From an optimization exercise on the open Yosys and OpenROAD flow, aimed at small area and a short achievable clock period; shortcuts taken in it are not production practice.
Function was not checked in any run shown here: the RTL went through the layout flow alone.
Power figures rest on the tool's default switching activity, not on a simulated workload.

==> design.v <==
module HA(input a, input b, output s, output co);
  assign s = a ^ b;
  assign co = a & b;
endmodule
module HAN(input a, input b, output s, output co);
  assign s = ~(a ^ b);
  assign co = a | b;
endmodule
module FA(input a, input b, input c, output s, output co);
  assign s = a ^ b ^ c;
  assign co = (a & b) | (a & c) | (b & c);
endmodule
module FA1(input a, input b, output s, output co);
  assign s = ~(a ^ b);
  assign co = a | b;
endmodule
module complex(clk, a0, a1, b0, b1, im, re);
  input clk;
  input [7:0] a0, a1, b0, b1;
  output reg [15:0] im, re;
  wire [15:0] re_d, im_d;
  wire rs1;
  wire rc2;
  wire rs3;
  wire rc4;
  wire rs5;
  wire rc6;
  wire rs7;
  wire rc8;
  wire rs9;
  wire rc10;
  wire rs11;
  wire rc12;
  wire rs13;
  wire rc14;
  wire rs15;
  wire rc16;
  wire rs17;
  wire rc18;
  wire rs19;
  wire rc20;
  wire rs21;
  wire rc22;
  wire rs23;
  wire rc24;
  wire rs25;
  wire rc26;
  wire rs27;
  wire rc28;
  wire rs29;
  wire rc30;
  wire rs31;
  wire rc32;
  wire rs33;
  wire rc34;
  wire rs35;
  wire rc36;
  wire rs37;
  wire rc38;
  wire rs39;
  wire rc40;
  wire rs41;
  wire rc42;
  wire rs43;
  wire rc44;
  wire rs45;
  wire rc46;
  wire rs47;
  wire rc48;
  wire rs49;
  wire rc50;
  wire rs51;
  wire rc52;
  wire rs53;
  wire rc54;
  wire rs55;
  wire rc56;
  wire rs57;
  wire rc58;
  wire rs59;
  wire rc60;
  wire rs61;
  wire rc62;
  wire rs63;
  wire rc64;
  wire rn65;
  wire rs66;
  wire rc67;
  wire rs68;
  wire rc69;
  wire rs70;
  wire rc71;
  wire rs72;
  wire rc73;
  wire rs74;
  wire rc75;
  wire rs76;
  wire rc77;
  wire rs78;
  wire rc79;
  wire rs80;
  wire rc81;
  wire rs82;
  wire rc83;
  wire rs84;
  wire rc85;
  wire rs86;
  wire rc87;
  wire rs88;
  wire rc89;
  wire rs90;
  wire rc91;
  wire rs92;
  wire rc93;
  wire rs94;
  wire rc95;
  wire rs96;
  wire rc97;
  wire rs98;
  wire rc99;
  wire rs100;
  wire rc101;
  wire rs102;
  wire rc103;
  wire rs104;
  wire rc105;
  wire rs106;
  wire rc107;
  wire rs108;
  wire rc109;
  wire rs110;
  wire rc111;
  wire rs112;
  wire rc113;
  wire rs114;
  wire rc115;
  wire rs116;
  wire rc117;
  wire rs118;
  wire rc119;
  wire rs120;
  wire rc121;
  wire rn122;
  wire rs123;
  wire rc124;
  wire rs125;
  wire rc126;
  wire rs127;
  wire rc128;
  wire rs129;
  wire rc130;
  wire rs131;
  wire rc132;
  wire rs133;
  wire rc134;
  wire rs135;
  wire rc136;
  wire rs137;
  wire rc138;
  wire rs139;
  wire rc140;
  wire rs141;
  wire rc142;
  wire rs143;
  wire rc144;
  wire rs145;
  wire rc146;
  wire rs147;
  wire rc148;
  wire rs149;
  wire rc150;
  wire rs151;
  wire rc152;
  wire rs153;
  wire rc154;
  wire rs155;
  wire rc156;
  wire rs157;
  wire rc158;
  wire rs159;
  wire rc160;
  wire rs161;
  wire rc162;
  wire rs163;
  wire rc164;
  wire rs165;
  wire rc166;
  wire rs167;
  wire rc168;
  wire rs169;
  wire rc170;
  wire rs171;
  wire rc172;
  wire rs173;
  wire rc174;
  wire rs175;
  wire rc176;
  wire rs177;
  wire rc178;
  wire rs179;
  wire rc180;
  wire rs181;
  wire rc182;
  wire rs183;
  wire rc184;
  wire rs185;
  wire rc186;
  wire rs187;
  wire rc188;
  wire rs189;
  wire rc190;
  wire rs191;
  wire rc192;
  wire rs193;
  wire rc194;
  wire rs195;
  wire rc196;
  wire rs197;
  wire rc198;
  wire rs199;
  wire rc200;
  wire rs201;
  wire rc202;
  wire rs203;
  wire rc204;
  wire rs205;
  wire rc206;
  wire rs207;
  wire rc208;
  wire rs209;
  wire rc210;
  wire rs211;
  wire rc212;
  wire rs213;
  wire rc214;
  wire rs215;
  wire rc216;
  wire rs217;
  wire rc218;
  wire rs219;
  wire rc220;
  wire rs221;
  wire rc222;
  wire rs223;
  wire rc224;
  wire rs225;
  wire rc226;
  wire rahs227;
  wire rahc228;
  wire rahs229;
  wire rahc230;
  wire rahs231;
  wire rahc232;
  wire rahs233;
  wire rahc234;
  wire rahs235;
  wire rahc236;
  wire rahs237;
  wire rahc238;
  wire rahs239;
  wire rahc240;
  wire rahs241;
  wire rahc242;
  wire rahs243;
  wire rahc244;
  wire rahs245;
  wire rahc246;
  wire rahs247;
  wire rahc248;
  wire rahs249;
  wire rahc250;
  wire rahs251;
  wire rahc252;
  wire rahs253;
  wire rahc254;
  wire rahs255;
  wire rahc256;
  wire rahs257;
  wire rahc258;
  wire rag259;
  wire rag260;
  wire rap261;
  wire rag262;
  wire rap263;
  wire rag264;
  wire rap265;
  wire rag266;
  wire rap267;
  wire rag268;
  wire rap269;
  wire rag270;
  wire rap271;
  wire rag272;
  wire rap273;
  wire rag274;
  wire rag275;
  wire rap276;
  wire rag277;
  wire rap278;
  wire rag279;
  wire rap280;
  wire rag281;
  wire rag282;
  wire rap283;
  wire rag284;
  wire rag285;
  wire rag286;
  wire rag287;
  wire rag288;
  wire rag289;
  wire rag290;
  wire rag291;
  wire rag292;
  wire rag293;
  wire rag294;
  wire rag295;
  wire is296;
  wire ic297;
  wire is298;
  wire ic299;
  wire is300;
  wire ic301;
  wire is302;
  wire ic303;
  wire is304;
  wire ic305;
  wire is306;
  wire ic307;
  wire is308;
  wire ic309;
  wire is310;
  wire ic311;
  wire is312;
  wire ic313;
  wire is314;
  wire ic315;
  wire is316;
  wire ic317;
  wire is318;
  wire ic319;
  wire is320;
  wire ic321;
  wire is322;
  wire ic323;
  wire is324;
  wire ic325;
  wire is326;
  wire ic327;
  wire is328;
  wire ic329;
  wire is330;
  wire ic331;
  wire is332;
  wire ic333;
  wire is334;
  wire ic335;
  wire is336;
  wire ic337;
  wire is338;
  wire ic339;
  wire is340;
  wire ic341;
  wire is342;
  wire ic343;
  wire is344;
  wire ic345;
  wire is346;
  wire ic347;
  wire is348;
  wire ic349;
  wire is350;
  wire ic351;
  wire is352;
  wire ic353;
  wire is354;
  wire ic355;
  wire is356;
  wire ic357;
  wire is358;
  wire ic359;
  wire is360;
  wire ic361;
  wire is362;
  wire ic363;
  wire is364;
  wire ic365;
  wire is366;
  wire ic367;
  wire is368;
  wire ic369;
  wire is370;
  wire ic371;
  wire is372;
  wire ic373;
  wire is374;
  wire ic375;
  wire is376;
  wire ic377;
  wire is378;
  wire ic379;
  wire is380;
  wire ic381;
  wire is382;
  wire ic383;
  wire is384;
  wire ic385;
  wire is386;
  wire ic387;
  wire is388;
  wire ic389;
  wire is390;
  wire ic391;
  wire is392;
  wire ic393;
  wire is394;
  wire ic395;
  wire is396;
  wire ic397;
  wire is398;
  wire ic399;
  wire is400;
  wire ic401;
  wire is402;
  wire ic403;
  wire is404;
  wire ic405;
  wire is406;
  wire ic407;
  wire is408;
  wire ic409;
  wire is410;
  wire ic411;
  wire is412;
  wire ic413;
  wire is414;
  wire ic415;
  wire is416;
  wire ic417;
  wire is418;
  wire ic419;
  wire is420;
  wire ic421;
  wire is422;
  wire ic423;
  wire is424;
  wire ic425;
  wire is426;
  wire ic427;
  wire is428;
  wire ic429;
  wire is430;
  wire ic431;
  wire is432;
  wire ic433;
  wire is434;
  wire ic435;
  wire is436;
  wire ic437;
  wire is438;
  wire ic439;
  wire is440;
  wire ic441;
  wire is442;
  wire ic443;
  wire is444;
  wire ic445;
  wire is446;
  wire ic447;
  wire is448;
  wire ic449;
  wire is450;
  wire ic451;
  wire is452;
  wire ic453;
  wire is454;
  wire ic455;
  wire is456;
  wire ic457;
  wire is458;
  wire ic459;
  wire is460;
  wire ic461;
  wire is462;
  wire ic463;
  wire is464;
  wire ic465;
  wire is466;
  wire ic467;
  wire is468;
  wire ic469;
  wire is470;
  wire ic471;
  wire is472;
  wire ic473;
  wire is474;
  wire ic475;
  wire is476;
  wire ic477;
  wire is478;
  wire ic479;
  wire is480;
  wire ic481;
  wire is482;
  wire ic483;
  wire is484;
  wire ic485;
  wire is486;
  wire ic487;
  wire is488;
  wire ic489;
  wire is490;
  wire ic491;
  wire is492;
  wire ic493;
  wire is494;
  wire ic495;
  wire is496;
  wire ic497;
  wire is498;
  wire ic499;
  wire is500;
  wire ic501;
  wire is502;
  wire ic503;
  wire is504;
  wire ic505;
  wire iahs506;
  wire iahc507;
  wire iahs508;
  wire iahc509;
  wire iahs510;
  wire iahc511;
  wire iahs512;
  wire iahc513;
  wire iahs514;
  wire iahc515;
  wire iahs516;
  wire iahc517;
  wire iahs518;
  wire iahc519;
  wire iahs520;
  wire iahc521;
  wire iahs522;
  wire iahc523;
  wire iahs524;
  wire iahc525;
  wire iahs526;
  wire iahc527;
  wire iahs528;
  wire iahc529;
  wire iahs530;
  wire iahc531;
  wire iahs532;
  wire iahc533;
  wire iahs534;
  wire iahc535;
  wire iahs536;
  wire iahc537;
  wire iag538;
  wire iag539;
  wire iap540;
  wire iag541;
  wire iap542;
  wire iag543;
  wire iap544;
  wire iag545;
  wire iap546;
  wire iag547;
  wire iap548;
  wire iag549;
  wire iap550;
  wire iag551;
  wire iap552;
  wire iag553;
  wire iag554;
  wire iap555;
  wire iag556;
  wire iap557;
  wire iag558;
  wire iap559;
  wire iag560;
  wire iag561;
  wire iap562;
  wire iag563;
  wire iag564;
  wire iag565;
  wire iag566;
  wire iag567;
  wire iag568;
  wire iag569;
  wire iag570;
  wire iag571;
  wire iag572;
  wire iag573;
  wire iag574;
  FA1 ru2 ((a0[0] & b0[6]), (a0[1] & b0[5]), rs1, rc2);
  FA1 ru4 ((a0[0] & b0[7]), (a0[1] & b0[6]), rs3, rc4);
  FA ru6 ((a0[2] & b0[5]), (a0[3] & b0[4]), (a0[4] & b0[3]), rs5, rc6);
  HA ru8 ((a0[5] & b0[2]), (a0[6] & b0[1]), rs7, rc8);
  FA1 ru10 ((a0[1] & b0[7]), (a0[2] & b0[6]), rs9, rc10);
  FA ru12 ((a0[3] & b0[5]), (a0[4] & b0[4]), (a0[5] & b0[3]), rs11, rc12);
  HA ru14 ((a0[6] & b0[2]), (a0[7] & b0[1]), rs13, rc14);
  FA ru16 ((a0[2] & b0[7]), (a0[3] & b0[6]), (a0[4] & b0[5]), rs15, rc16);
  FA1 ru18 ((a0[0] & b0[4]), (a0[1] & b0[3]), rs17, rc18);
  FA1 ru20 ((a0[0] & b0[5]), (a0[1] & b0[4]), rs19, rc20);
  FA ru22 ((a0[2] & b0[3]), (a0[3] & b0[2]), (a0[4] & b0[1]), rs21, rc22);
  HA ru24 ((a0[5] & b0[0]), ~(a1[0] & b1[5]), rs23, rc24);
  FA ru26 ((a0[2] & b0[4]), (a0[3] & b0[3]), (a0[4] & b0[2]), rs25, rc26);
  FA ru28 ((a0[5] & b0[1]), (a0[6] & b0[0]), ~(a1[0] & b1[6]), rs27, rc28);
  FA ru30 (~(a1[1] & b1[5]), ~(a1[2] & b1[4]), ~(a1[3] & b1[3]), rs29, rc30);
  HA ru32 (~(a1[4] & b1[2]), ~(a1[5] & b1[1]), rs31, rc32);
  FA ru34 ((a0[7] & b0[0]), ~(a1[0] & b1[7]), ~(a1[1] & b1[6]), rs33, rc34);
  FA ru36 (~(a1[2] & b1[5]), ~(a1[3] & b1[4]), ~(a1[4] & b1[3]), rs35, rc36);
  FA ru38 (~(a1[5] & b1[2]), ~(a1[6] & b1[1]), ~(a1[7] & b1[0]), rs37, rc38);
  FA ru40 (rc2, rs3, rs7, rs39, rc40);
  FA ru42 (~(a1[1] & b1[7]), ~(a1[2] & b1[6]), ~(a1[3] & b1[5]), rs41, rc42);
  FA ru44 (~(a1[4] & b1[4]), ~(a1[5] & b1[3]), ~(a1[6] & b1[2]), rs43, rc44);
  FA ru46 (~(a1[7] & b1[1]), rc4, rc8, rs45, rc46);
  FA ru48 (rs9, rs13, rc6, rs47, rc48);
  FA ru50 ((a0[5] & b0[4]), (a0[6] & b0[3]), (a0[7] & b0[2]), rs49, rc50);
  FA ru52 (~(a1[2] & b1[7]), ~(a1[3] & b1[6]), ~(a1[4] & b1[5]), rs51, rc52);
  FA ru54 (~(a1[5] & b1[4]), ~(a1[6] & b1[3]), ~(a1[7] & b1[2]), rs53, rc54);
  FA ru56 (rc10, rc14, rc12, rs55, rc56);
  FA ru58 ((a0[3] & b0[7]), (a0[4] & b0[6]), (a0[5] & b0[5]), rs57, rc58);
  FA ru60 ((a0[6] & b0[4]), (a0[7] & b0[3]), ~(a1[3] & b1[7]), rs59, rc60);
  FA ru62 (~(a1[4] & b1[6]), ~(a1[5] & b1[5]), ~(a1[6] & b1[4]), rs61, rc62);
  FA ru64 ((a0[4] & b0[7]), (a0[5] & b0[6]), (a0[6] & b0[5]), rs63, rc64);
  assign rn65 = ~(a0[0] & b0[2]);
  FA1 ru67 ((a0[0] & b0[3]), (a0[1] & b0[2]), rs66, rc67);
  FA ru69 ((a0[2] & b0[1]), (a0[3] & b0[0]), ~(a1[0] & b1[3]), rs68, rc69);
  FA ru71 ((a0[2] & b0[2]), (a0[3] & b0[1]), (a0[4] & b0[0]), rs70, rc71);
  FA ru73 (~(a1[0] & b1[4]), ~(a1[1] & b1[3]), ~(a1[2] & b1[2]), rs72, rc73);
  HA ru75 (~(a1[3] & b1[1]), ~(a1[4] & b1[0]), rs74, rc75);
  FA ru77 (~(a1[1] & b1[4]), ~(a1[2] & b1[3]), ~(a1[3] & b1[2]), rs76, rc77);
  FA ru79 (~(a1[4] & b1[1]), ~(a1[5] & b1[0]), rc18, rs78, rc79);
  FA ru81 (rs19, rs23, rc75, rs80, rc81);
  FA ru83 (~(a1[6] & b1[0]), rc20, rs1, rs82, rc83);
  FA ru85 (rc24, rs31, rc22, rs84, rc85);
  FA ru87 (rc77, rs25, rs27, rs86, rc87);
  FA ru89 (rc32, rc26, rc28, rs88, rc89);
  FA ru91 (rc30, rs5, rs33, rs90, rc91);
  FA ru93 (rs35, rs37, rc83, rs92, rc93);
  FA ru95 (rc34, rc36, rc38, rs94, rc95);
  FA ru97 (rs11, rs41, rs43, rs96, rc97);
  FA ru99 (rc40, rs45, rc89, rs98, rc99);
  FA ru101 (rc42, rc44, rs15, rs100, rc101);
  FA ru103 (rs49, rs51, rs53, rs102, rc103);
  FA ru105 (rc46, rc48, rc95, rs104, rc105);
  FA ru107 (~(a1[7] & b1[3]), rc16, rc50, rs106, rc107);
  FA ru109 (rc52, rc54, rs57, rs108, rc109);
  FA ru111 (rs59, rs61, rc56, rs110, rc111);
  FA ru113 ((a0[7] & b0[4]), ~(a1[4] & b1[7]), ~(a1[5] & b1[6]), rs112, rc113);
  FA ru115 (~(a1[6] & b1[5]), ~(a1[7] & b1[4]), rc58, rs114, rc115);
  FA ru117 (rc60, rc62, rs63, rs116, rc117);
  FA ru119 ((a0[5] & b0[7]), (a0[6] & b0[6]), (a0[7] & b0[5]), rs118, rc119);
  FA ru121 (~(a1[5] & b1[7]), ~(a1[6] & b1[6]), ~(a1[7] & b1[5]), rs120, rc121);
  assign rn122 = ~(a0[0] & b0[1]);
  FA ru124 ((a0[1] & b0[1]), (a0[2] & b0[0]), ~(a1[0] & b1[2]), rs123, rc124);
  HA ru126 (~(a1[1] & b1[1]), ~(a1[2] & b1[0]), rs125, rc126);
  FA ru128 (~(a1[1] & b1[2]), ~(a1[2] & b1[1]), ~(a1[3] & b1[0]), rs127, rc128);
  FA ru130 ((a0[0] & b0[2]), rs66, rc126, rs129, rc130);
  FA ru132 (rc67, rs17, rs74, rs131, rc132);
  FA ru134 (rc69, rc128, rs70, rs133, rc134);
  FA ru136 (rc71, rc73, rs21, rs135, rc136);
  FA ru138 (rs76, rs78, rc132, rs137, rc138);
  FA ru140 (rs29, rc79, rc81, rs139, rc140);
  FA ru142 (rs82, rs84, rc136, rs141, rc142);
  FA ru144 (rs39, rc85, rc87, rs143, rc144);
  FA ru146 (rs88, rs90, rc140, rs145, rc146);
  FA ru148 (rs47, rc91, rs94, rs147, rc148);
  FA ru150 (rs96, rc93, rs98, rs149, rc150);
  FA ru152 (rs55, rc97, rs100, rs151, rc152);
  FA ru154 (rs102, rc99, rs104, rs153, rc154);
  FA ru156 (rc101, rc103, rs106, rs155, rc156);
  FA ru158 (rs108, rc105, rs110, rs157, rc158);
  FA ru160 (rs112, rc107, rc109, rs159, rc160);
  FA ru162 (rs114, rs116, rc111, rs161, rc162);
  FA ru164 (rc64, rc113, rs118, rs163, rc164);
  FA ru166 (rs120, rc115, rc117, rs165, rc166);
  FA ru168 ((a0[6] & b0[7]), (a0[7] & b0[6]), ~(a1[6] & b1[7]), rs167, rc168);
  FA ru170 (~(a1[7] & b1[6]), rc119, rc121, rs169, rc170);
  HA ru172 ((a0[1] & b0[0]), ~(a1[0] & b1[1]), rs171, rc172);
  FA ru174 ((a0[0] & b0[1]), rn65, rs125, rs173, rc174);
  FA ru176 (rc124, rs68, rs127, rs175, rc176);
  FA ru178 (rs72, rc130, rs131, rs177, rc178);
  FA ru180 (rs80, rc134, rs135, rs179, rc180);
  FA ru182 (rs86, rc138, rs139, rs181, rc182);
  FA ru184 (rs92, rc142, rs143, rs183, rc184);
  FA ru186 (rc144, rs147, rc146, rs185, rc186);
  FA ru188 (rc148, rs151, rc150, rs187, rc188);
  FA ru190 (rc152, rs155, rc154, rs189, rc190);
  FA ru192 (rc156, rs159, rc158, rs191, rc192);
  FA ru194 (rs163, rc160, rs165, rs193, rc194);
  FA ru196 (rs167, rc164, rs169, rs195, rc196);
  FA ru198 ((a0[7] & b0[7]), ~(a1[7] & b1[7]), rc168, rs197, rc198);
  HA ru200 (~(a1[1] & b1[0]), rn122, rs199, rc200);
  FA ru202 (rc172, rc200, rs123, rs201, rc202);
  FA ru204 (rc174, rs129, rc202, rs203, rc204);
  FA ru206 (rc176, rs133, rs177, rs205, rc206);
  FA ru208 (rs137, rc178, rs179, rs207, rc208);
  FA ru210 (rs141, rc180, rs181, rs209, rc210);
  FA ru212 (rc182, rs145, rs183, rs211, rc212);
  FA ru214 (rs149, rc184, rs185, rs213, rc214);
  FA ru216 (rs153, rc186, rs187, rs215, rc216);
  FA ru218 (rs157, rc188, rs189, rs217, rc218);
  FA ru220 (rs161, rc190, rs191, rs219, rc220);
  FA ru222 (rc162, rs193, rc192, rs221, rc222);
  FA ru224 (rc166, rs195, rc194, rs223, rc224);
  FA ru226 (rc170, rs197, rc196, rs225, rc226);
  HA rahu228 ((a0[0] & b0[0]), ~(a1[0] & b1[0]), rahs227, rahc228);
  HA rahu230 (rs171, rs199, rahs229, rahc230);
  HA rahu232 (rs173, rs201, rahs231, rahc232);
  HA rahu234 (rs175, rs203, rahs233, rahc234);
  HA rahu236 (rc204, rs205, rahs235, rahc236);
  HA rahu238 (rc206, rs207, rahs237, rahc238);
  HA rahu240 (rc208, rs209, rahs239, rahc240);
  HA rahu242 (rc210, rs211, rahs241, rahc242);
  HA rahu244 (rc212, rs213, rahs243, rahc244);
  HA rahu246 (rc214, rs215, rahs245, rahc246);
  HA rahu248 (rc216, rs217, rahs247, rahc248);
  HA rahu250 (rc218, rs219, rahs249, rahc250);
  HA rahu252 (rc220, rs221, rahs251, rahc252);
  HA rahu254 (rc222, rs223, rahs253, rahc254);
  HA rahu256 (rc224, rs225, rahs255, rahc256);
  HA rahu258 (rc198, rc226, rahs257, rahc258);
  assign rag259 = rahc228 | (rahs227 & 1'b1);
  assign rag260 = rahc232 | (rahs231 & rahc230);
  assign rap261 = rahs231 & rahs229;
  assign rag262 = rahc236 | (rahs235 & rahc234);
  assign rap263 = rahs235 & rahs233;
  assign rag264 = rahc240 | (rahs239 & rahc238);
  assign rap265 = rahs239 & rahs237;
  assign rag266 = rahc244 | (rahs243 & rahc242);
  assign rap267 = rahs243 & rahs241;
  assign rag268 = rahc248 | (rahs247 & rahc246);
  assign rap269 = rahs247 & rahs245;
  assign rag270 = rahc252 | (rahs251 & rahc250);
  assign rap271 = rahs251 & rahs249;
  assign rag272 = rahc256 | (rahs255 & rahc254);
  assign rap273 = rahs255 & rahs253;
  assign rag274 = rag260 | (rap261 & rag259);
  assign rag275 = rag264 | (rap265 & rag262);
  assign rap276 = rap265 & rap263;
  assign rag277 = rag268 | (rap269 & rag266);
  assign rap278 = rap269 & rap267;
  assign rag279 = rag272 | (rap273 & rag270);
  assign rap280 = rap273 & rap271;
  assign rag281 = rag275 | (rap276 & rag274);
  assign rag282 = rag279 | (rap280 & rag277);
  assign rap283 = rap280 & rap278;
  assign rag284 = rag282 | (rap283 & rag281);
  assign rag285 = rag277 | (rap278 & rag281);
  assign rag286 = rag262 | (rap263 & rag274);
  assign rag287 = rag266 | (rap267 & rag281);
  assign rag288 = rag270 | (rap271 & rag285);
  assign rag289 = rahc230 | (rahs229 & rag259);
  assign rag290 = rahc234 | (rahs233 & rag274);
  assign rag291 = rahc238 | (rahs237 & rag286);
  assign rag292 = rahc242 | (rahs241 & rag281);
  assign rag293 = rahc246 | (rahs245 & rag287);
  assign rag294 = rahc250 | (rahs249 & rag285);
  assign rag295 = rahc254 | (rahs253 & rag288);
  HAN iu297 (~(a0[0] & b1[6]), ~(a0[1] & b1[5]), is296, ic297);
  FA iu299 (~(a0[0] & b1[7]), ~(a0[1] & b1[6]), ~(a0[2] & b1[5]), is298, ic299);
  FA iu301 (~(a0[3] & b1[4]), ~(a0[4] & b1[3]), ~(a0[5] & b1[2]), is300, ic301);
  FA iu303 (~(a0[1] & b1[7]), ~(a0[2] & b1[6]), ~(a0[3] & b1[5]), is302, ic303);
  HAN iu305 (~(a0[4] & b1[4]), ~(a0[5] & b1[3]), is304, ic305);
  HAN iu307 (~(a0[2] & b1[7]), ~(a0[3] & b1[6]), is306, ic307);
  HAN iu309 (~(a0[0] & b1[4]), ~(a0[1] & b1[3]), is308, ic309);
  FA iu311 (~(a0[0] & b1[5]), ~(a0[1] & b1[4]), ~(a0[2] & b1[3]), is310, ic311);
  FA iu313 (~(a0[3] & b1[2]), ~(a0[4] & b1[1]), ~(a0[5] & b1[0]), is312, ic313);
  FA iu315 (~(a0[2] & b1[4]), ~(a0[3] & b1[3]), ~(a0[4] & b1[2]), is314, ic315);
  FA iu317 (~(a0[5] & b1[1]), ~(a0[6] & b1[0]), ~(a1[0] & b0[6]), is316, ic317);
  FA iu319 (~(a1[1] & b0[5]), ~(a1[2] & b0[4]), ~(a1[3] & b0[3]), is318, ic319);
  FA iu321 (~(a0[6] & b1[1]), ~(a0[7] & b1[0]), ~(a1[0] & b0[7]), is320, ic321);
  FA iu323 (~(a1[1] & b0[6]), ~(a1[2] & b0[5]), ~(a1[3] & b0[4]), is322, ic323);
  FA iu325 (~(a1[4] & b0[3]), ~(a1[5] & b0[2]), ~(a1[6] & b0[1]), is324, ic325);
  HAN iu327 (~(a1[7] & b0[0]), ic297, is326, ic327);
  FA iu329 (~(a0[6] & b1[2]), ~(a0[7] & b1[1]), ~(a1[1] & b0[7]), is328, ic329);
  FA iu331 (~(a1[2] & b0[6]), ~(a1[3] & b0[5]), ~(a1[4] & b0[4]), is330, ic331);
  FA iu333 (~(a1[5] & b0[3]), ~(a1[6] & b0[2]), ~(a1[7] & b0[1]), is332, ic333);
  FA iu335 (is304, ic299, ic301, is334, ic335);
  FA iu337 (~(a0[4] & b1[5]), ~(a0[5] & b1[4]), ~(a0[6] & b1[3]), is336, ic337);
  FA iu339 (~(a0[7] & b1[2]), ~(a1[2] & b0[7]), ~(a1[3] & b0[6]), is338, ic339);
  FA iu341 (~(a1[4] & b0[5]), ~(a1[5] & b0[4]), ~(a1[6] & b0[3]), is340, ic341);
  FA iu343 (~(a1[7] & b0[2]), ic305, is306, is342, ic343);
  FA iu345 (~(a0[3] & b1[7]), ~(a0[4] & b1[6]), ~(a0[5] & b1[5]), is344, ic345);
  FA iu347 (~(a0[6] & b1[4]), ~(a0[7] & b1[3]), ~(a1[3] & b0[7]), is346, ic347);
  FA iu349 (~(a1[4] & b0[6]), ~(a1[5] & b0[5]), ~(a1[6] & b0[4]), is348, ic349);
  FA iu351 (~(a0[4] & b1[7]), ~(a0[5] & b1[6]), ~(a0[6] & b1[5]), is350, ic351);
  FA iu353 (~(a0[0] & b1[3]), ~(a0[1] & b1[2]), ~(a0[2] & b1[1]), is352, ic353);
  FA iu355 (~(a0[2] & b1[2]), ~(a0[3] & b1[1]), ~(a0[4] & b1[0]), is354, ic355);
  FA iu357 (~(a1[0] & b0[4]), ~(a1[1] & b0[3]), ~(a1[2] & b0[2]), is356, ic357);
  FA iu359 (~(a1[0] & b0[5]), ~(a1[1] & b0[4]), ~(a1[2] & b0[3]), is358, ic359);
  FA iu361 (~(a1[3] & b0[2]), ~(a1[4] & b0[1]), ~(a1[5] & b0[0]), is360, ic361);
  HAN iu363 (ic309, ic355, is362, ic363);
  FA iu365 (~(a1[4] & b0[2]), ~(a1[5] & b0[1]), ~(a1[6] & b0[0]), is364, ic365);
  FA iu367 (is296, ic311, ic313, is366, ic367);
  FA iu369 (ic359, ic361, is314, is368, ic369);
  FA iu371 (ic315, ic317, ic319, is370, ic371);
  FA iu373 (ic365, is298, is300, is372, ic373);
  FA iu375 (is320, is322, is324, is374, ic375);
  FA iu377 (ic321, ic323, ic325, is376, ic377);
  FA iu379 (is302, is328, is330, is378, ic379);
  FA iu381 (is332, ic327, ic371, is380, ic381);
  FA iu383 (ic303, ic329, ic331, is382, ic383);
  FA iu385 (ic333, is336, is338, is384, ic385);
  FA iu387 (is340, is342, ic335, is386, ic387);
  FA iu389 (~(a1[7] & b0[3]), ic307, ic337, is388, ic389);
  FA iu391 (ic339, ic341, is344, is390, ic391);
  FA iu393 (is346, is348, ic343, is392, ic393);
  FA iu395 (~(a0[7] & b1[4]), ~(a1[4] & b0[7]), ~(a1[5] & b0[6]), is394, ic395);
  FA iu397 (~(a1[6] & b0[5]), ~(a1[7] & b0[4]), ic345, is396, ic397);
  FA iu399 (ic347, ic349, is350, is398, ic399);
  FA iu401 (~(a0[5] & b1[7]), ~(a0[6] & b1[6]), ~(a0[7] & b1[5]), is400, ic401);
  FA iu403 (~(a1[5] & b0[7]), ~(a1[6] & b0[6]), ~(a1[7] & b0[5]), is402, ic403);
  FA iu405 (~(a0[0] & b1[2]), ~(a0[1] & b1[1]), ~(a0[2] & b1[0]), is404, ic405);
  FA iu407 (~(a0[3] & b1[0]), ~(a1[0] & b0[3]), ~(a1[1] & b0[2]), is406, ic407);
  HAN iu409 (~(a1[2] & b0[1]), ~(a1[3] & b0[0]), is408, ic409);
  FA iu411 (~(a1[3] & b0[1]), ~(a1[4] & b0[0]), is308, is410, ic411);
  FA iu413 (ic409, ic353, ic407, is412, ic413);
  FA iu415 (ic357, is310, is312, is414, ic415);
  FA iu417 (is358, is360, is362, is416, ic417);
  FA iu419 (is316, is318, is364, is418, ic419);
  FA iu421 (ic363, is366, ic415, is420, ic421);
  FA iu423 (is326, ic367, ic369, is422, ic423);
  FA iu425 (is370, ic419, is372, is424, ic425);
  FA iu427 (is334, ic373, ic375, is426, ic427);
  FA iu429 (is376, is378, is380, is428, ic429);
  FA iu431 (ic377, ic379, is382, is430, ic431);
  FA iu433 (is384, ic381, is386, is432, ic433);
  FA iu435 (ic383, ic385, is388, is434, ic435);
  FA iu437 (is390, is392, ic387, is436, ic437);
  FA iu439 (is394, ic389, ic391, is438, ic439);
  FA iu441 (is396, is398, ic393, is440, ic441);
  FA iu443 (ic351, ic395, is400, is442, ic443);
  FA iu445 (is402, ic397, ic399, is444, ic445);
  FA iu447 (~(a0[6] & b1[7]), ~(a0[7] & b1[6]), ~(a1[6] & b0[7]), is446, ic447);
  FA iu449 (~(a1[7] & b0[6]), ic401, ic403, is448, ic449);
  HAN iu451 (~(a0[0] & b1[1]), ~(a0[1] & b1[0]), is450, ic451);
  FA iu453 (~(a1[0] & b0[2]), ~(a1[1] & b0[1]), ~(a1[2] & b0[0]), is452, ic453);
  FA iu455 (is408, ic405, ic453, is454, ic455);
  FA iu457 (is354, is356, is410, is456, ic457);
  FA iu459 (ic411, ic413, is414, is458, ic459);
  FA iu461 (is368, is418, ic417, is460, ic461);
  FA iu463 (is374, ic421, is422, is462, ic463);
  FA iu465 (ic423, ic425, is426, is464, ic465);
  FA iu467 (ic427, is430, ic429, is466, ic467);
  FA iu469 (ic431, is434, ic433, is468, ic469);
  FA iu471 (ic435, is438, is440, is470, ic471);
  FA iu473 (is442, ic439, is444, is472, ic473);
  FA iu475 (is446, ic443, is448, is474, ic475);
  FA iu477 (~(a0[7] & b1[7]), ~(a1[7] & b0[7]), ic447, is476, ic477);
  HAN iu479 (~(a1[0] & b0[1]), ~(a1[1] & b0[0]), is478, ic479);
  FA iu481 (ic451, ic479, is404, is480, ic481);
  FA iu483 (is352, is406, is454, is482, ic483);
  FA iu485 (ic455, is412, is456, is484, ic485);
  FA iu487 (is416, ic457, is458, is486, ic487);
  FA iu489 (is420, ic459, is460, is488, ic489);
  FA iu491 (is424, ic461, is462, is490, ic491);
  FA iu493 (is428, ic463, is464, is492, ic493);
  FA iu495 (is432, ic465, is466, is494, ic495);
  FA iu497 (is436, ic467, is468, is496, ic497);
  FA iu499 (ic437, is470, ic469, is498, ic499);
  FA iu501 (ic441, is472, ic471, is500, ic501);
  FA iu503 (ic445, is474, ic473, is502, ic503);
  FA iu505 (ic449, is476, ic475, is504, ic505);
  HA iahu507 (~(a0[0] & b1[0]), ~(a1[0] & b0[0]), iahs506, iahc507);
  HA iahu509 (is450, is478, iahs508, iahc509);
  HA iahu511 (is452, is480, iahs510, iahc511);
  HA iahu513 (ic481, is482, iahs512, iahc513);
  HA iahu515 (ic483, is484, iahs514, iahc515);
  HA iahu517 (ic485, is486, iahs516, iahc517);
  HA iahu519 (ic487, is488, iahs518, iahc519);
  HA iahu521 (ic489, is490, iahs520, iahc521);
  HA iahu523 (ic491, is492, iahs522, iahc523);
  HA iahu525 (ic493, is494, iahs524, iahc525);
  HA iahu527 (ic495, is496, iahs526, iahc527);
  HA iahu529 (ic497, is498, iahs528, iahc529);
  HA iahu531 (ic499, is500, iahs530, iahc531);
  HA iahu533 (ic501, is502, iahs532, iahc533);
  HA iahu535 (ic503, is504, iahs534, iahc535);
  HA iahu537 (ic477, ic505, iahs536, iahc537);
  assign iag538 = iahc507 | (iahs506 & 1'b1);
  assign iag539 = iahc511 | (iahs510 & iahc509);
  assign iap540 = iahs510 & iahs508;
  assign iag541 = iahc515 | (iahs514 & iahc513);
  assign iap542 = iahs514 & iahs512;
  assign iag543 = iahc519 | (iahs518 & iahc517);
  assign iap544 = iahs518 & iahs516;
  assign iag545 = iahc523 | (iahs522 & iahc521);
  assign iap546 = iahs522 & iahs520;
  assign iag547 = iahc527 | (iahs526 & iahc525);
  assign iap548 = iahs526 & iahs524;
  assign iag549 = iahc531 | (iahs530 & iahc529);
  assign iap550 = iahs530 & iahs528;
  assign iag551 = iahc535 | (iahs534 & iahc533);
  assign iap552 = iahs534 & iahs532;
  assign iag553 = iag539 | (iap540 & iag538);
  assign iag554 = iag543 | (iap544 & iag541);
  assign iap555 = iap544 & iap542;
  assign iag556 = iag547 | (iap548 & iag545);
  assign iap557 = iap548 & iap546;
  assign iag558 = iag551 | (iap552 & iag549);
  assign iap559 = iap552 & iap550;
  assign iag560 = iag554 | (iap555 & iag553);
  assign iag561 = iag558 | (iap559 & iag556);
  assign iap562 = iap559 & iap557;
  assign iag563 = iag561 | (iap562 & iag560);
  assign iag564 = iag556 | (iap557 & iag560);
  assign iag565 = iag541 | (iap542 & iag553);
  assign iag566 = iag545 | (iap546 & iag560);
  assign iag567 = iag549 | (iap550 & iag564);
  assign iag568 = iahc509 | (iahs508 & iag538);
  assign iag569 = iahc513 | (iahs512 & iag553);
  assign iag570 = iahc517 | (iahs516 & iag565);
  assign iag571 = iahc521 | (iahs520 & iag560);
  assign iag572 = iahc525 | (iahs524 & iag566);
  assign iag573 = iahc529 | (iahs528 & iag564);
  assign iag574 = iahc533 | (iahs532 & iag567);
  assign re_d[0] = rahs227 ^ 1'b1;
  assign re_d[1] = rahs229 ^ rag259;
  assign re_d[2] = rahs231 ^ rag289;
  assign re_d[3] = rahs233 ^ rag274;
  assign re_d[4] = rahs235 ^ rag290;
  assign re_d[5] = rahs237 ^ rag286;
  assign re_d[6] = rahs239 ^ rag291;
  assign re_d[7] = rahs241 ^ rag281;
  assign re_d[8] = rahs243 ^ rag292;
  assign re_d[9] = rahs245 ^ rag287;
  assign re_d[10] = rahs247 ^ rag293;
  assign re_d[11] = rahs249 ^ rag285;
  assign re_d[12] = rahs251 ^ rag294;
  assign re_d[13] = rahs253 ^ rag288;
  assign re_d[14] = rahs255 ^ rag295;
  assign re_d[15] = rahs257 ^ rag284;
  assign im_d[0] = ~(iahs506 ^ 1'b1);
  assign im_d[1] = ~(iahs508 ^ iag538);
  assign im_d[2] = ~(iahs510 ^ iag568);
  assign im_d[3] = ~(iahs512 ^ iag553);
  assign im_d[4] = ~(iahs514 ^ iag569);
  assign im_d[5] = ~(iahs516 ^ iag565);
  assign im_d[6] = ~(iahs518 ^ iag570);
  assign im_d[7] = ~(iahs520 ^ iag560);
  assign im_d[8] = ~(iahs522 ^ iag571);
  assign im_d[9] = ~(iahs524 ^ iag566);
  assign im_d[10] = ~(iahs526 ^ iag572);
  assign im_d[11] = ~(iahs528 ^ iag564);
  assign im_d[12] = ~(iahs530 ^ iag573);
  assign im_d[13] = ~(iahs532 ^ iag567);
  assign im_d[14] = ~(iahs534 ^ iag574);
  assign im_d[15] = ~(iahs536 ^ iag563);
  always @(posedge clk) begin
    re <= re_d;
    im <= im_d;
  end
endmodule
==> run.sh <==
#!/bin/bash
# synth_recipe.tcl (not shown) runs the flow's synth.tcl, then flattens the netlist and writes it again
# the make line also repeats each setting of config.mk as NAME=value (left out here)
make -C /OpenROAD-flow-scripts/flow DESIGN_CONFIG=/design/flow/config.mk WORK_HOME=/design/flow/orfs CLKGATE_MAP_FILE= SYNTH_SCRIPT=/design/flow/synth_recipe.tcl finish
==> config.mk <==
export PLATFORM = sky130hd
export DESIGN_NAME = complex
export DESIGN_NICKNAME = complex
export VERILOG_FILES = /design/flow/design.v
export SDC_FILE = /design/flow/constraint.sdc
export NUM_CORES = 4
export LEC_CHECK = 0
export CAP_MARGIN = 20
export CORE_MARGIN = 2
export CORE_UTILIZATION = 40
export PLACE_DENSITY = 0.6
export SLEW_MARGIN = 20
export SYNTH_HIERARCHICAL = 1
==> constraint.sdc <==
create_clock -name core_clock -period 10.0 [get_ports {clk}]
set_input_delay 2.0000 -clock core_clock [delete_from_list [all_inputs] [get_ports {clk}]]
set_output_delay 2.0000 -clock core_clock [all_outputs]
set_load 0.01 [all_outputs]
==> out/results.ini, run 1 <==
[status]
status=no timing/DRC/antenna violations

[detailed_routing]
via_per_inst=5.11
vias=5249
routedWlPerCell_um=16.2
postRouteAntennaNets=0
totalWireLength_um=16700
remaining_drc_errors=0
drt-initial-drc-count=398
drt_first_pass_iters=6

[cells_and_area]
nFillCells=1782
fin_nets=1089
diodes=0
final_layout_size_suffix_gt1_share_pct=1.89
final_util_pct=45.5
syn_to_final_growth_pct=12.2

[cts]
clk_path_buf_depth=2
clkSinkCount=32
cts_inserted_buffers=5
cts_tree=yes
cts_hold_buf=0
cts-resized-gates=0
htreeDepth=2
post_cts.repair.setup_buffers=0
cts_root_buf=clkbuf_16
clk_pin_slew_ns=0.06

[die]
die_width_um=141
die-area_um2=20000
fp-row-count=50
die_h_um=141
initial_core_util_pct=40.6
core_region_area_um2=18600
io_pins=65

[critical_path]
critPathRequiredTime_ns=10.19
max_stage_delay_ns=0.93
path_max_fanout=16
critPathSlowestCell=clkdlybuf4s50_1
critPathCaptureType=flop
critical_path_class=in2reg
cp.arrival_ns=7.28
cp_cell_sequence=clkdlybuf4s50_1, nand2_1, fa_1, fa_1, fa_1, fa_1, fa_1, fa_1, ha_1, inv_1, o221ai_1, a21oi_1, o31ai_1, ha_1, nor2_1, xor2_1
path_common_cell=fa_1
startpoint_type=input pin

[pwr]
swShare_pct=47.1
powerDensity_nw_per_um2=324
p_int_w=0.00145
vdd_drop_max_v=0.000243
p_clk_share_pct=6.8
p_comb_share_pct=83.7
seqPwrFrac_pct=9.5
p_leak_nw=3.54
switchingPower_w=0.00129

[sta]
setup_viol=0
max_slew_margin_pct=41.1
finalMaxSlewViolations=0
finalHoldViolCount=0
worst_pin_slew_ns=0.881
min_period_ns=7.10
rsz0062_at_grt=false
timing.final.crit_share_pct=71.0
fin_tns_setup_ns=0
fmax_ghz=0.141

[synth]
ys_seq_elements=32
syn_area_um2=7540
ys_warn_count=7
synthCells=770
synth_seq_area_share_pct=8.49
synth.distinct_cells=28
synth.avg_cell_area_um2=9.80
syn_nets=1066

[min_path]
hold_class=in2reg
min_path_cells=3
worstHoldStart=a0[0]
min_to=im[0]$_DFF_P_

[global_routing]
grt_pass1_wl_um=28700
track_usage_pct=18.2
grt_max_degree=17
grt_overflow=0
grt_pass1_vias=5726
antenna_found_initial=0

[flow_run]
drv_cap=0

[placement]
gp_congestion=0.860
io_buffers=64
dp_hpwl_um=12900

routing by layer:
metal  GRT usage [%]  part of all wire (%)  vias to the layer above
li1                -                     -                     2361
met4            3.42                  0.89                        0
met1            25.5                    44                     2715
met3            2.97                   6.0                        9
met2            30.5                    49                      164
met5               0                     0                        -
per-stage QoR:
stage | instance area, um2 | setup WS (ns) | power [W] | hold WS (ns) | cells
final | 8460 | 2.90 | 0.00274 | 2.81 | 1028
after global routing | 8460 | 2.61 | 0.00314 | 2.88 | 1028
after CTS | 8460 | 2.85 | 0.00280 | 2.83 | 1028
after detailed placement | 8300 | 2.54 | 0.00259 | 2.73 | 1020
after global placement | 8300 | 2.69 | 0.00257 | 2.73 | 1020
after floorplan | 7540 | 3.49 | 0.00203 | 2.30 | 770
modules after synthesis (local to each module, per instance):
module,cells,flip-flops and latches,cell area [um2]
FA,1,0,20.0
complex,461,32,2750
HA,1,0,12.5
FA1,5,0,27.5
HAN,5,0,27.5
cell type report:
cell class / instances / area [um2] / share of cell area, %
timing repair buffer: 64 / 641 / 7.57
sequential: 32 / 641 / 7.57
tap: 234 / 293 / 3.46
multi-input combinational: 616 / 6450 / 76.2
inverter: 74 / 278 / 3.28
clock buffer: 6 / 129 / 1.52
clock inverter: 2 / 35.0 / 0.414
cell usage in the layout (no fill, tap or decap), types with 2 or more instances in the layout:
| master | instances |
|---|---|
| fa_1 | 194 |
| clkbuf_16 | 5 |
| nor2_1 | 21 |
| o21ai_0 | 3 |
| xnor2_1 | 8 |
| nand2_1 | 208 |
| or2_2 | 2 |
| a21o_1 | 4 |
| inv_1 | 73 |
| nand2b_1 | 4 |
| xor2_1 | 8 |
| a21oi_1 | 13 |
| clkdlybuf4s50_1 | 64 |
| o221ai_1 | 2 |
| and2_1 | 64 |
| a21oi_2 | 3 |
| dfxtp_1 | 32 |
| o21ai_1 | 3 |
| o211ai_1 | 2 |
| ha_1 | 69 |
worst max-delay path: cells and delay by family:
kind,cells,cell delay (ns)
fa+ha+maj,8,3.26
simple gates,2,0.22
xor+xnor,1,0.13
compound gates,3,0.69
buf+inv,2,0.98
synthesized netlist by cell type:
cell type | n | area share, %
a21bo_1 | 1 | 0.13
a21o_1 | 4 | 0.40
a21oi_1 | 13 | 0.86
a21oi_2 | 3 | 0.35
a31oi_1 | 1 | 0.083
a41o_1 | 1 | 0.13
and2_1 | 64 | 5.3
clkbuf_1 | 48 | 2.4
clkinv_1 | 1 | 0.050
dfxtp_1 | 32 | 8.5
fa_1 | 194 | 51
ha_1 | 69 | 11
inv_1 | 73 | 3.6
nand2_1 | 208 | 10
nand2b_1 | 4 | 0.33
nor2_1 | 21 | 1.0
o2111ai_2 | 1 | 0.20
o211ai_1 | 2 | 0.20
o211ai_2 | 1 | 0.17
o21a_1 | 1 | 0.10
o21ai_0 | 3 | 0.20
o21ai_1 | 3 | 0.20
o221ai_1 | 2 | 0.23
o31ai_1 | 1 | 0.10
or2_2 | 2 | 0.17
or2_4 | 1 | 0.12
xnor2_1 | 8 | 0.93
xor2_1 | 8 | 0.93
state kept, by name (all words and copies together) (netlist names):
signal  cells
re         16
im         16
cell families (layout without fill, tap and decap cells):
| logic type | count (synthesis) | after routing | synth area share [%] |
|---|---|---|---|
| fa+ha+maj | 263 | 263 | 62.9 |
| simple gates | 300 | 300 | 17.3 |
| flops | 32 | 32 | 8.49 |
| buf+inv | 122 | 146 | 6.07 |
| compound gates | 37 | 37 | 3.35 |
| xor+xnor | 16 | 16 | 1.86 |
power groups by stage:
stage | Clock [W] | Combinational [W] | Sequential, W
after floorplan | 0 | 0.00173 | 0.000299
after global placement | 0 | 0.00230 | 0.000265
after detailed placement | 0 | 0.00233 | 0.000265
after CTS | 0.000192 | 0.00234 | 0.000262
after global routing | 0.000195 | 0.00268 | 0.000266
final | 0.000185 | 0.00229 | 0.000260
how the worst max path moves through the flow:
stage | cells after the start | from | endpoint
2_1_floorplan | 17 | b1[1] | im[14]$_DFF_P_
4_1_cts | 16 | b1[4] | im[14]$_DFF_P_
3_3_place_gp | 16 | b1[4] | im[14]$_DFF_P_
5_1_grt | 16 | a0[2] | im[14]$_DFF_P_
3_5_place_dp | 16 | b1[4] | im[14]$_DFF_P_
6_report | 16 | b1[4] | im[14]$_DFF_P_
==> run 2, diff against run 1 <==
--- a/design.v
+++ b/design.v
@@ -4,7 +4,10 @@
 endmodule
 module HAN(input a, input b, output s, output co);
   assign s = ~(a ^ b);
-  assign co = a | b;
+  OR2 o (a, b, co);
+endmodule
+module OR2(input a, input b, output y);
+  assign y = a | b;
 endmodule
 module FA(input a, input b, input c, output s, output co);
   assign s = a ^ b ^ c;
@@ -12,7 +15,7 @@
 endmodule
 module FA1(input a, input b, output s, output co);
   assign s = ~(a ^ b);
-  assign co = a | b;
+  OR2 o (a, b, co);
 endmodule
 module complex(clk, a0, a1, b0, b1, im, re);
   input clk;
==> out/results.ini, run 2 <==
[synth]
ys_seq_elements=32
synth_edf_count=0
yosysTopAreaCell=fa_1
ys_async_sr_fraction_pct=0
ys_warn_count=7
synth_seq_area_share_pct=8.71
synth_area_leaders=fa_1 53%, nand2_1 11%, ha_1 9.2%
synth.avg_cell_area_um2=10.1
syn_area_um2=7360
synth.top_cells.by_count=208 x nand2_1, 194 x fa_1, 64 x and2_1, 54 x ha_1, 48 x clkbuf_1
yosysMostFrequentCell=nand2_1
yosys_most_used_dff=dfxtp_1
syn_nets=1006
synth.distinct_cells=29
yosysTopAreaCellShare_pct=52.8
synthCells=725

[detailed_routing]
postRouteAntennaNets=0
via_per_inst=5.26
vias=5129
drt_first_pass_iters=4
routedWlPerCell_um=17.3
totalWireLength_um=16800
remaining_drc_errors=0
drt-initial-drc-count=270

[cts]
cts_inserted_buffers=5
clkSinkCount=32
clk_path_buf_depth=2
htreeDepth=2
cts_tree=yes
clk_pin_slew_ns=0.05
cts_hold_buf=0
post_cts.repair.setup_buffers=0
cts_root_buf=clkbuf_16
cts-resized-gates=0

[sta]
rsz0062_at_grt=false
setup_viol=0
max_slew_margin_pct=45.4
min_period_ns=7.08
worst_pin_slew_ns=0.816
worst_slack_ns=2.92
finalHoldViolCount=0
timing.final.crit_share_pct=70.8
fmax_ghz=0.141
finalMaxSlewViolations=0
fin_tns_setup_ns=0

[status]
status=no timing/DRC/antenna violations

[critical_path]
cp.arrival_ns=7.30
path_max_fanout=16
critical_path_class=in2reg
startpoint_type=input pin
critPathRequiredTime_ns=10.22
critPathCaptureType=flop

[cells_and_area]
final_cell_mix=208 x nand2_1, 194 x fa_1, 64 x and2_1, 64 x clkdlybuf4s50_1, 54 x ha_1
final_layout_size_suffix_gt1_share_pct=1.74
fin_nets=1029
final_common_cell=nand2_1
final_util_pct=45.7
diodes=0
reg_top3=im x16, re x16
syn_to_final_growth_pct=11.9

[die]
fp-row-count=49
io_pins=65
die-area_um2=19500
die_h_um=140
initial_core_util_pct=40.8
die_width_um=140
core_region_area_um2=18000

[global_routing]
grt_overflow=0
antenna_found_initial=0
track_usage_pct=18.9
grt_pass1_vias=5858
grt_pass1_wl_um=29300
grt_max_degree=17

[placement]
place_ws_ns=2.63
gp_congestion=0.846
dp_hpwl_um=13300
io_buffers=64

[pwr]
p_leak_nw=3.18
vdd_drop_max_v=0.000188
powerDensity_nw_per_um2=330

[min_path]
hold_class=in2reg

[flow_run]
drv_cap=0

## run 2: cell count changes in the layout (fill, tap and decap cells not counted)
cell       before  now
inv_1          73   13
or2_1           0   15
clkinv_2        1    0
clkbuf_1        1    0
xnor2_1         8   23
bufinv_16       1    0
ha_1           69   54
## run 2: cell type report
type | instances | area, um2
Clock buffer | 5 | 125
Fill cell | 1706 | 9800
Inverter | 14 | 52.6
Multi-Input combinational cell | 631 | 6480
Sequential cell | 32 | 641
Tap cell | 229 | 287
Timing Repair Buffer | 64 | 641
## run 2: logic make-up (layout without fill, tap and decap cells)
| family | after synthesis | in the layout | synth area share (%) |
|---|---|---|---|
| buffers and inverters | 62 | 83 | 3.16 |
| and+or+nand+nor | 315 | 315 | 19.0 |
| AOI/OAI and AO/OA | 37 | 37 | 3.44 |
| xor gates and xnor gates | 31 | 31 | 3.69 |
| adders and majority gates | 248 | 248 | 62.0 |
| DFF | 32 | 32 | 8.71 |
## run 2: routing by layer
metal  GRT usage (%)  part of all wire, %  vias up
li1                -                    -     2274
met1            25.3                   42     2678
met2            32.6                   51      165
met3            2.92                  6.0       12
met4            4.58                  1.3        0
met5               0                    0        -
## run 2: per-module statistics from Yosys, one instance, submodules excluded
| module | flip-flops and latches | cell area, um2 | cells inside |
|---|---|---|---|
| complex | 32 | 2750 | 461 |
| FA | 0 | 20.0 | 1 |
| HA | 0 | 12.5 | 1 |
| FA1 | 0 | 8.76 | 1 |
| HAN | 0 | 8.76 | 1 |
| OR2 | 0 | 6.26 | 1 |
## run 2: worst paths after layout
kind,start,endpoint,depth (start not counted)
max,a1[0],re[14]$_DFF_P_,16
min,b0[0],im[0]$_DFF_P_,3
## run 2: critical path: stages
cell and delay (ns):
clkdlybuf4s50_1 0.97, nand2_1 0.14, ha_1 0.34, fa_1 0.41, fa_1 0.40, fa_1 0.42
fa_1 0.52, fa_1 0.41, ha_1 0.34, a21oi_1 0.24, o221ai_1 0.21, nand2b_1 0.21
a41o_1 0.26, ha_1 0.18, nor2_1 0.13, xnor2_1 0.12
## run 2: where the power goes
part	internal (W)	total (W)	switching, W	leakage [nW]
sequential	0.000247	0.000261	0.0000148	0.270
clock	0.0000880	0.000146	0.0000580	0.0616
combinational	0.00109	0.00231	0.00122	2.85
total	0.00142	0.00272	0.00130	3.18
## run 2: metrics by stage
stage / cells / total power [W] / hold WS [ns] / area (um2)
2_1_floorplan: 725 / 0.00203 / 2.30 / 7360
3_3_place_gp: 970 / 0.00258 / 2.74 / 8100
3_5_place_dp: 970 / 0.00262 / 2.74 / 8100
4_1_cts: 975 / 0.00279 / 2.90 / 8230
5_1_grt: 975 / 0.00313 / 2.97 / 8230
6_report: 975 / 0.00272 / 2.89 / 8230
==> run 3, diff against run 2 <==
--- a/config.mk
+++ b/config.mk
@@ -9,5 +9,6 @@
 export CORE_MARGIN = 2
 export CORE_UTILIZATION = 40
 export PLACE_DENSITY = 0.6
+export SETUP_SLACK_MARGIN = 3.5
 export SLEW_MARGIN = 20
 export SYNTH_HIERARCHICAL = 1
==> out/results.ini, run 3 <==
[sta]
rsz0062_at_grt=false
worst_pin_slew_ns=0.424
finalMaxSlewViolations=0
fmax_ghz=0.159
min_period_ns=6.29
fin_tns_setup_ns=0
worst_slack_ns=3.71
timing.final.crit_share_pct=62.9
max_slew_margin_pct=71.7
finalHoldViolCount=0
setup_viol=0

[pwr]
p_clk_share_pct=6.6
swShare_pct=47.0
total_power_w=0.00274
vdd_drop_max_v=0.000232
seqPwrFrac_pct=9.5
switchingPower_w=0.00129
p_comb_share_pct=83.8
powerDensity_nw_per_um2=337
p_leak_nw=3.20
p_int_w=0.00145

[cts]
clkSinkCount=32
cts-resized-gates=91
clk_path_buf_depth=2
clk_pin_slew_ns=0.06
cts_hold_buf=0
post_cts.repair.setup_buffers=0
cts_inserted_buffers=5
htreeDepth=2
cts_root_buf=clkbuf_16
cts_tree=yes

[detailed_routing]
via_per_inst=5.32
totalWireLength_um=17000
routedWlPerCell_um=17.4
drt-initial-drc-count=223
drt_first_pass_iters=4
vias=5200
remaining_drc_errors=0
postRouteAntennaNets=0

[global_routing]
grt_overflow=0
use_met2_pct=32.2
grt_max_degree=17
grt_pass1_vias=5807
busiest_layer=met2
met1_usage_pct=25.9
antenna_found_initial=0
grt_util_met3_pct=2.13
grt_pass1_wl_um=29400
track_usage_pct=19.0

[critical_path]
path_max_fanout=16
startpoint_type=input pin
critical_path_class=in2reg
critPathCaptureType=flop
cp.arrival_ns=6.51
critPathRequiredTime_ns=10.22

[die]
fp-row-count=49
die_width_um=140
die-area_um2=19500
initial_core_util_pct=40.8
core_region_area_um2=18000
io_pins=65
die_h_um=140

[min_path]
min_to=im[0]$_DFF_P_
hold_class=in2reg
min_path_cells=3
worstHoldStart=b0[0]

[synth]
yosysTopAreaCellShare_pct=52.8
syn_nets=1006
synth.distinct_cells=29
ys_warn_count=7
synth.top_cells.by_count=208 x nand2_1, 194 x fa_1, 64 x and2_1, 54 x ha_1, 48 x clkbuf_1
ys_async_sr_fraction_pct=0
synthCells=725
synth_seq_area_share_pct=8.71
yosysTopAreaCell=fa_1
synth.avg_cell_area_um2=10.1
yosys_most_used_dff=dfxtp_1
yosysMostFrequentCell=nand2_1
synth_area_leaders=fa_1 53%, nand2_1 11%, ha_1 9.2%
syn_area_um2=7360
ys_seq_elements=32
synth_edf_count=0

[cells_and_area]
fin_nets=1029
regArea_um2=641
diodes=0
final_cell_mix=208 x nand2_1, 194 x fa_1, 64 x and2_1
reg_top3=im x16, re x16
final_util_pct=45.1
multi_input_area_um2=6480
final_layout_size_suffix_gt1_share_pct=6.28
final_common_cell=nand2_1
nFillCells=1759
syn_to_final_growth_pct=10.4

[placement]
gp_congestion=0.832
dp_hpwl_um=13100
io_buffers=64
place_ws_ns=2.69

[flow_run]
drv_cap=0

[status]
status=no timing/DRC/antenna violations

-- run 3: cell counts after synthesis --
No cell type changed its count.
-- run 3: worst max-delay path by stage --
| stage | from | end | slack (ns) | cells past startpoint |
|---|---|---|---|---|
| after floorplan | b1[0] | im[14]$_DFF_P_ | 3.52 | 17 |
| after global placement | b1[1] | im[14]$_DFF_P_ | 2.79 | 16 |
| after detailed placement | b0[1] | re[14]$_DFF_P_ | 2.69 | 16 |
| after CTS | a0[7] | re[14]$_DFF_P_ | 3.50 | 15 |
| after global routing | a0[7] | re[14]$_DFF_P_ | 3.50 | 15 |
| final | b0[4] | re[14]$_DFF_P_ | 3.71 | 16 |
-- run 3: kinds of logic (layout without fill, tap and decap cells) --
| group | after synthesis | after routing | share of synthesized area [%] |
|---|---|---|---|
| and+or+nand+nor | 315 | 315 | 19.0 |
| xor gates and xnor gates | 31 | 31 | 3.69 |
| adders and majority gates | 248 | 248 | 62.0 |
| AOI/OAI and AO/OA | 37 | 37 | 3.44 |
| DFF | 32 | 32 | 8.71 |
| buffers and inverters | 62 | 86 | 3.16 |
-- run 3: area by class of cell --
cell class	count	area share, %
Inverter	14	0.647
Multi-Input combinational cell	631	79.8
Clock inverter	2	0.431
Tap cell	229	3.53
Timing Repair Buffer	64	6.13
Sequential cell	32	7.88
Clock buffer	6	1.59
-- run 3: stage by stage --
step,hold WS [ns],instances,cell area [um2]
after floorplan,2.30,725,7360
after global placement,2.74,970,8100
after detailed placement,2.73,970,8100
after CTS,2.41,978,8300
after global routing,2.28,978,8130
final,2.25,978,8130
-- run 3: worst max-delay path: stages --
cell and delay [ns]:
buf_2 0.23, and2_1 0.23, fa_1 0.45, fa_1 0.45, fa_1 0.46, fa_1 0.38, fa_1 0.50, fa_1 0.41
ha_1 0.32, inv_1 0.06, o221ai_1 0.13, nand2b_1 0.19, a41o_1 0.26, ha_1 0.18, nor2_1 0.12, xnor2_1 0.12
-- run 3: power by group through the flow --
stage | Combinational (W) | Clock [W] | Sequential (W)
global placement | 0.00231 | 0 | 0.000266
finish | 0.00229 | 0.000181 | 0.000261
global route | 0.00268 | 0.000193 | 0.000267
CTS | 0.00235 | 0.000190 | 0.000263
detailed placement | 0.00234 | 0 | 0.000265
floorplan | 0.00173 | 0 | 0.000299
-- run 3: layer usage --
layer,vias up,routed length (um)
met1,2739,7320
li1,2270,-
met4,0,350
met5,-,0
met2,169,8410
met3,22,944
-- run 3: per-module statistics from Yosys, one instance, submodules excluded --
module | flops+latches | area [um2]
FA | 0 | 20.0
FA1 | 0 | 8.76
HA | 0 | 12.5
HAN | 0 | 8.76
OR2 | 0 | 6.26
complex | 32 | 2750
==> run 4, diff against run 3 <==
--- a/config.mk
+++ b/config.mk
@@ -9,6 +9,6 @@
 export CORE_MARGIN = 2
 export CORE_UTILIZATION = 40
 export PLACE_DENSITY = 0.6
-export SETUP_SLACK_MARGIN = 3.5
+export SETUP_SLACK_MARGIN = 4.2
 export SLEW_MARGIN = 20
 export SYNTH_HIERARCHICAL = 1
==> out/results.ini, run 4 <==
[status]
status=no timing/DRC/antenna violations

[sta]
finalHoldViolCount=0
worst_slack_ns=4.17
rsz0062_at_grt=true
worst_pin_slew_ns=0.316
max_slew_margin_pct=78.9
timing.final.crit_share_pct=58.3
fmax_ghz=0.171
finalMaxSlewViolations=0
fin_tns_setup_ns=0
setup_viol=0
min_period_ns=5.83

[die]
fp-row-count=49
die-area_um2=19500
io_pins=65
die_h_um=140
initial_core_util_pct=40.8
core_region_area_um2=18000
die_width_um=140

[min_path]
hold_class=in2reg

[synth]
yosysTopAreaCell=fa_1
ys_warn_count=7
syn_nets=1006
synth.avg_cell_area_um2=10.1
yosysTopAreaCellShare_pct=52.8
synth.top_cells.by_count=208 x nand2_1, 194 x fa_1, 64 x and2_1, 54 x ha_1, 48 x clkbuf_1
synth_area_leaders=fa_1 53%, nand2_1 11%, ha_1 9.2%
yosysMostFrequentCell=nand2_1
synth_seq_area_share_pct=8.71
ys_async_sr_fraction_pct=0
synthCells=725
syn_area_um2=7360
synth_edf_count=0
synth.distinct_cells=29
yosys_most_used_dff=dfxtp_1
ys_seq_elements=32

[critical_path]
critPathCaptureType=flop
path_max_fanout=8
critical_path.endpoint=re[14]$_DFF_P_
crit_path_start=b0[3]
critical_path_class=in2reg
startpoint_type=input pin
critPathRequiredTime_ns=10.23
cp.arrival_ns=6.06

[detailed_routing]
remaining_drc_errors=0
postRouteAntennaNets=0
via_per_inst=5.32
drt-initial-drc-count=281
drt_first_pass_iters=5
totalWireLength_um=18000
routedWlPerCell_um=18.1
vias=5296

[cells_and_area]
final_common_cell=nand2_1
final_cell_mix=201 x nand2_1, 164 x fa_1, 50 x and2_1
reg_top3=im x16, re x16
fin_nets=1046
syn_to_final_growth_pct=21.6
final_layout_size_suffix_gt1_share_pct=19.2
diodes=0

[global_routing]
grt_pass1_vias=6045
grt_pass1_wl_um=30600
track_usage_pct=19.8
antenna_found_initial=0
grt_overflow=0
grt_max_degree=17

[pwr]
powerDensity_nw_per_um2=410
p_leak_nw=3.43
vdd_drop_max_v=0.000345

[cts]
cts_tree=yes
cts_root_buf=clkbuf_16
clk_path_buf_depth=2
cts_inserted_buffers=5
clkSinkCount=32
cts_hold_buf=0
clk_pin_slew_ns=0.06
htreeDepth=2

[flow_run]
drv_cap=0

[placement]
io_buffers=64
dp_hpwl_um=13400
gp_congestion=0.839
place_ws_ns=2.76

==> run 4: cell counts after synthesis <==
No cell type changed its count.
==> run 4: how the worst min path moves through the flow <==
stage,from,to,depth (start not counted)
2_1_floorplan,im[0]$_DFF_P_,im[0],0
3_3_place_gp,re[1]$_DFF_P_,re[1],1
3_5_place_dp,re[11]$_DFF_P_,re[11],1
4_1_cts,b1[0],im[0]$_DFF_P_,3
5_1_grt,a0[0],im[0]$_DFF_P_,3
6_report,a1[0],im[0]$_DFF_P_,3
==> run 4: report_power, final <==
| part | total (W) | internal, W | leakage, nW | switching, W |
|---|---|---|---|---|
| logic | 0.00325 | 0.00166 | 3.09 | 0.00159 |
| clock network | 0.000160 | 0.0000993 | 0.0712 | 0.0000604 |
| registers | 0.000261 | 0.000247 | 0.270 | 0.0000145 |
| total | 0.00367 | 0.00200 | 3.43 | 0.00166 |
==> run 4: Yosys stat by module, one instance, submodules excluded <==
module   cells inside  flops+latches  area [um2]  times used
FA                  1              0        20.0         194
FA1                 1              0        8.76           6
HA                  1              0        12.5          40
HAN                 1              0        8.76           9
OR2                 1              0        6.26          15
complex           461             32        2750           1
==> run 4: final cells by class <==
| class | count | area, um2 |
|---|---|---|
| Inverter | 14 | 52.6 |
| Fill cell | 1636 | 9080 |
| Sequential cell | 32 | 641 |
| Timing Repair Buffer | 81 | 930 |
| Multi-Input combinational cell | 631 | 6890 |
| Tap cell | 229 | 287 |
| Clock buffer | 8 | 146 |
==> run 4: kinds of logic after synthesis <==
group / share of synthesized area [%]
adders and majority gates: 62.0
xor gates and xnor gates: 3.69
buffers and inverters: 3.16
and+or+nand+nor: 19.0
DFF: 8.71
AOI/OAI and AO/OA: 3.44
==> run 4: repair_timing <==
item | 4_1_cts | 5_1_grt
buffers inserted | 11 | 6
gates cloned | 0 | 0
endpoints found under the setup margin | 19 | 13
gates resized for setup | 250 | 56
pin swaps | 17 | 30
==> run 4: worst max-delay path: stages <==
cell and delay, ns:
buf_12 0.11, buf_4 0.15, and2_1 0.15, fa_1 0.50
fa_1 0.48, fa_1 0.51, fa_1 0.54, fa_1 0.47
ha_4 0.20, nor2_4 0.10, o221ai_4 0.11, nand2b_4 0.16
a41o_1 0.21, ha_4 0.16, nor2_2 0.11, xnor2_1 0.11
==> run 4: per-layer routing <==
| metal | part of all wire (%) | GRT usage (%) | vias up | wire length [um] |
|---|---|---|---|---|
| met1 | 42 | 26.5 | 2800 | 7500 |
| li1 | - | - | 2303 | - |
| met4 | 1.3 | 5.11 | 0 | 226 |
| met5 | 0 | 0 | - | 0 |
| met2 | 51 | 34.1 | 179 | 9220 |
| met3 | 5.6 | 2.89 | 14 | 1010 |
==> run 4: per-stage QoR <==
step / hold slack (ns) / instance area [um2] / instances / utilization (%) / total power (W)
after floorplan: 2.30 / 7910 / 725 / - / 0.00219
after global placement: 2.74 / 8260 / 970 / 45.8 / 0.00273
after detailed placement: 2.74 / 8260 / 970 / 45.8 / 0.00279
after CTS: 2.12 / 8650 / 989 / 48.0 / 0.00321
after global routing: 2.14 / 8950 / 995 / 49.6 / 0.00409
final: 2.12 / 8950 / 995 / 49.6 / 0.00367

==> what the ideal ports hide <==
How much do the figures lean on ideal ports? The routed layouts below were timed once more, with nothing changed but the port constraints.
Step 1 sets driving cells, clkbuf_16 on the clock port and buf_2 on the other inputs (assumed; they add their load-dependent delay and slew).
Step 2 times the ports against the registers' clock, not the clock port: input delays grow and output delays shrink by t, the midpoint of the rising clock arrivals with the driver on.
Slacks: ideal / step 1 / step 2; pairs: ideal / step 1.
run | t (ns) | setup WS [ns] | worst hold slack (ns)
run 1 | 0.335 | 2.904 / 2.918 / 2.583 | 2.808 / 2.796 / 2.751
run 2 | 0.330 | 2.922 / 2.935 / 2.605 | 2.888 / 2.872 / 2.751
run 3 | 0.333 | 3.715 / 3.735 / 3.402 | 2.252 / 2.232 / 2.565
run 4 | 0.336 | 4.166 / 4.162 / 3.826 | 2.115 / 2.120 / 2.456
After both steps setup and hold are still met in every run listed. The setup slack of run 4, which loses most, moves by -0.004 ns with the drivers and by -0.340 ns with both steps.
